This design comes from an exercise in tuning for small area and few clock cycles per item on the open sky130 flow, not from production work.
Only simulation tests tie the RTL to the original design; equivalence was not proved.

==> build 89: inputs <==
Design DCSformer, start of the top module:
module DCSformer(
	clk,
	rst_n,
	i_valid,
	w_valid,
	i_data,
	w_data,
	w_ready,
	o_valid,
	o_data
);
Settings: LEC_CHECK=0, CAP_MARGIN=0, CORE_MARGIN=2, CORE_UTILIZATION=55, CTS_CLUSTER_DIAMETER=80, CTS_CLUSTER_SIZE=24, SLEW_MARGIN=0; clock period 6.0 ns.
standard.sh (not shown) runs the stock make flow with config.mk's settings and CLKGATE_MAP_FILE= SYNTH_SCRIPT=/design/flow/synth_recipe.tcl, a recipe that flattens the netlist after the stock synthesis.
==> flow/flow/run.sh <==
#!/bin/bash
# Own flow: the standard synthesis, then flow/bubble.py removes inverters
# around full adders in the synthesized netlist (a full adder is self-dual, so
# it can be implemented in complemented form), then the standard layout
# from that netlist. Each step logs to its own file in this folder.
set -euo pipefail
R=orfs/results/${FLOW_PLATFORM}/DCSformer/base
bash standard.sh synth > synth.log 2>&1
cp "$R/1_2_yosys.v" "$R/1_2_yosys.std.v"
python3 flow/bubble.py "$R/1_2_yosys.std.v" "$R/1_2_yosys.v" > bubble.log 2>&1
rm -f "$R/1_synth.odb" "$R/1_synth.sdc"
bash standard.sh > layout.log 2>&1
Other scripts of this flow, unchanged in this note and not shown: flow/flow/bubble.py
==> inputs of trial 41, as changes to build 89 <==
CORE_UTILIZATION = 58   (was 55)
==> run notes <==
Traced cell by cell, the critical path runs through buf_12 > buf_4 > o21ai_2 > nand2_1 > fa_1 > inv_1 > fa_1 > fa_1 > fa_1 > ha_1 > a21oi_1 > nor2b_1 > o21a_1 > a211o_1 > a2111o_1 > nand4_2 > nor3_1 > ha_1 > xor2_1. Detailed routing inserted a total of 44930 vias. The worst reg2reg path depth is 19.

The met2 global-route usage came out at 0.4200. The worst path arrival time is 6.44 ns. The die is 389.9 um wide. The worst hold slack came out at 0.3114 ns. The fraction of final cell area spent on non-clock buffers in this run is 0.02717. The overall fraction of global-route tracks in use came out at 0.2801. The run finished with no timing, DRC or antenna violations.
Source of the figures above: build 89

==> run notes <==
The run finished with no timing, DRC or antenna violations. Summing over every cut layer, the via total after detailed routing is 44810. The worst reg2reg path depth is 17. For this run, global-route usage on met2 was measured as 0.4255.

At the worst endpoint, the arrival time is 6.48 ns. The signal on the critical path passes through a22oi_1 > o21ai_4 > buf_4 > and2_1 > fa_1 > fa_1 > fa_1 > fa_1 > ha_1 > nor2b_1 > o21a_1 > a211o_1 > a2111o_1 > nand4_2 > nor3_1 > ha_1 > xor2_1. The worst hold slack is 0.2916 ns.
Source of the figures above: trial 41

Testbench counts of build 89, summed over its fixed seeds: cycles 29,944, items 192.
Testbench counts of trial 41, summed over its fixed seeds: cycles 29,944, items 192.

---

==> run a: inputs <==
Starting RTL as in the previous note.
## DCSformer
module DCSformer(
	clk,
	rst_n,
	i_valid,
	w_valid,
	i_data,
	w_data,
	w_ready,
	o_valid,
	o_data
);
input               clk, rst_n, i_valid, w_valid;
input         [7:0] i_data, w_data;
output logic        w_ready, o_valid;
output logic [31:0] o_data;
logic [6:0] icnt;    
logic       evt1;    
logic       evt;     
logic       pre;     
logic       act;     
logic [7:0] actm;    
logic [4:0] ost;     
logic       clr;     
logic       hi6;     
logic       lo6;     
wire act_n = act ? (ost != 5'd23) : pre;
always_ff @(posedge clk, negedge rst_n) begin
	if (!rst_n) begin
		icnt    <= '0;
		evt1    <= 1'b0;
		evt     <= 1'b0;
		pre     <= 1'b0;
		w_ready <= 1'b0;
		act     <= 1'b0;
		actm    <= '0;
		ost     <= '0;
		o_valid <= 1'b0;
		clr     <= 1'b1;
		hi6     <= 1'b0;
		lo6     <= 1'b0;
	end else begin
		if (i_valid) icnt <= icnt + 7'd1;
		clr     <= (icnt[3:0] == 4'd0);
		evt1    <= i_valid && (icnt[3:0] == 4'd15);
		evt     <= evt1;
		w_ready <= evt1 && (icnt == 7'd0);
		pre     <= w_valid && !pre && !act;
		act     <= act_n;
		actm    <= {8{act_n}};
		if (act)
			ost <= ost + 5'd1;
		else if (pre)
			ost <= '0;
		hi6     <= act && (ost <= 5'd7);
		lo6     <= act && (ost >= 5'd8) && (ost <= 5'd15);
		o_valid <= act && (ost >= 5'd16) && (ost <= 5'd23);
	end
end
logic [112:0][7:0] xc;
logic [7:0]        bop;     
wire [7:0] xc0_n = i_valid ? i_data : (w_valid ? w_data : xc[7]);
always_ff @(posedge clk) begin
	xc[0] <= xc0_n;
	for (int d = 1; d < 113; d++) xc[d] <= xc[d-1];
	bop <= act_n ? xc[0] : xc0_n;
end
logic [7:0][19:0] r0, r1, r2, r3;
logic [3:0][19:0] r4;
logic [7:0][30:0] acc;
wire ren = evt | act | pre;
always_ff @(posedge clk) begin
  ...
clock: 6.0 ns
lec_check: 0
cap_margin: 0
core_margin: 2
core_utilization: 55
cts_cluster_diameter: 85
cts_cluster_size: 28
slew_margin: 0
Scripts as last shown in full above: flow/flow/run.sh
Other scripts of this flow, unchanged in this note and not shown: flow/flow/bubble.py
==> inputs of run b, as changes to run a <==
Settings changed: CORE_UTILIZATION 55 to 62, CTS_CLUSTER_DIAMETER 85 to 80, CTS_CLUSTER_SIZE 28 to 24.
==> run notes <==
Of run a and run b, run a has the higher sequential share of layout area (gap 0.071 points).
Against run a, the non-clock buffer count of run b is lower by 9.
Against run b, the count of clock-buffer cells in the layout of run a is lower by 25.
Against run b, the first-iteration DRC count of run a is smaller by about 3.8%.
Routed wire length: run a is higher than run b (about 2.2%).
In run a the die area is higher than in run b, by 13%.
Between run a and run b, the lower register-to-register slack is in run b (gap 90 ps).
Of run a and run b, run a has the higher worst hold slack (gap 11 ps).
Testbench counts of run a, summed over its fixed seeds: cycles 29,944, items 192.
Testbench counts of run b, summed over its fixed seeds: cycles 29,944, items 192.

## port drivers added, routing unchanged
No port has a modelled driver above. Below, the same layouts with a new extraction and two added sets of constraints.
Step 1 (the two cells are an assumption about what drives the block):
set clk [get_ports {clk}]
set_driving_cell -lib_cell sky130_fd_sc_hd__clkbuf_16 $clk
set_driving_cell -lib_cell sky130_fd_sc_hd__buf_2 [delete_from_list [all_inputs] $clk]
Step 2 adds t to the input delays and takes it off the output delays; t is the mean of the earliest and latest rising clock arrival at the registers after step 1. Input paths then give back, and output paths get back, about the clock's delay inside the block.
Three values: ideal, step 1, step 2; two values: the first two.
| run | shift t [ns] | setup slack, ns | latest minus earliest clock arrival (ns) |
|---|---|---|---|
| build 89 | 0.827 | 0.193 / 0.193 / 0.193 | 0.030 / 0.029 |
| trial 41 | 0.845 | 0.164 / 0.164 / 0.164 | 0.061 / 0.061 |
| run a | 0.837 | 0.198 / 0.198 / 0.198 | 0.068 / 0.069 |
| run b | 0.824 | 0.112 / 0.112 / 0.112 | 0.045 / 0.046 |
After both steps every run listed still meets setup and hold.
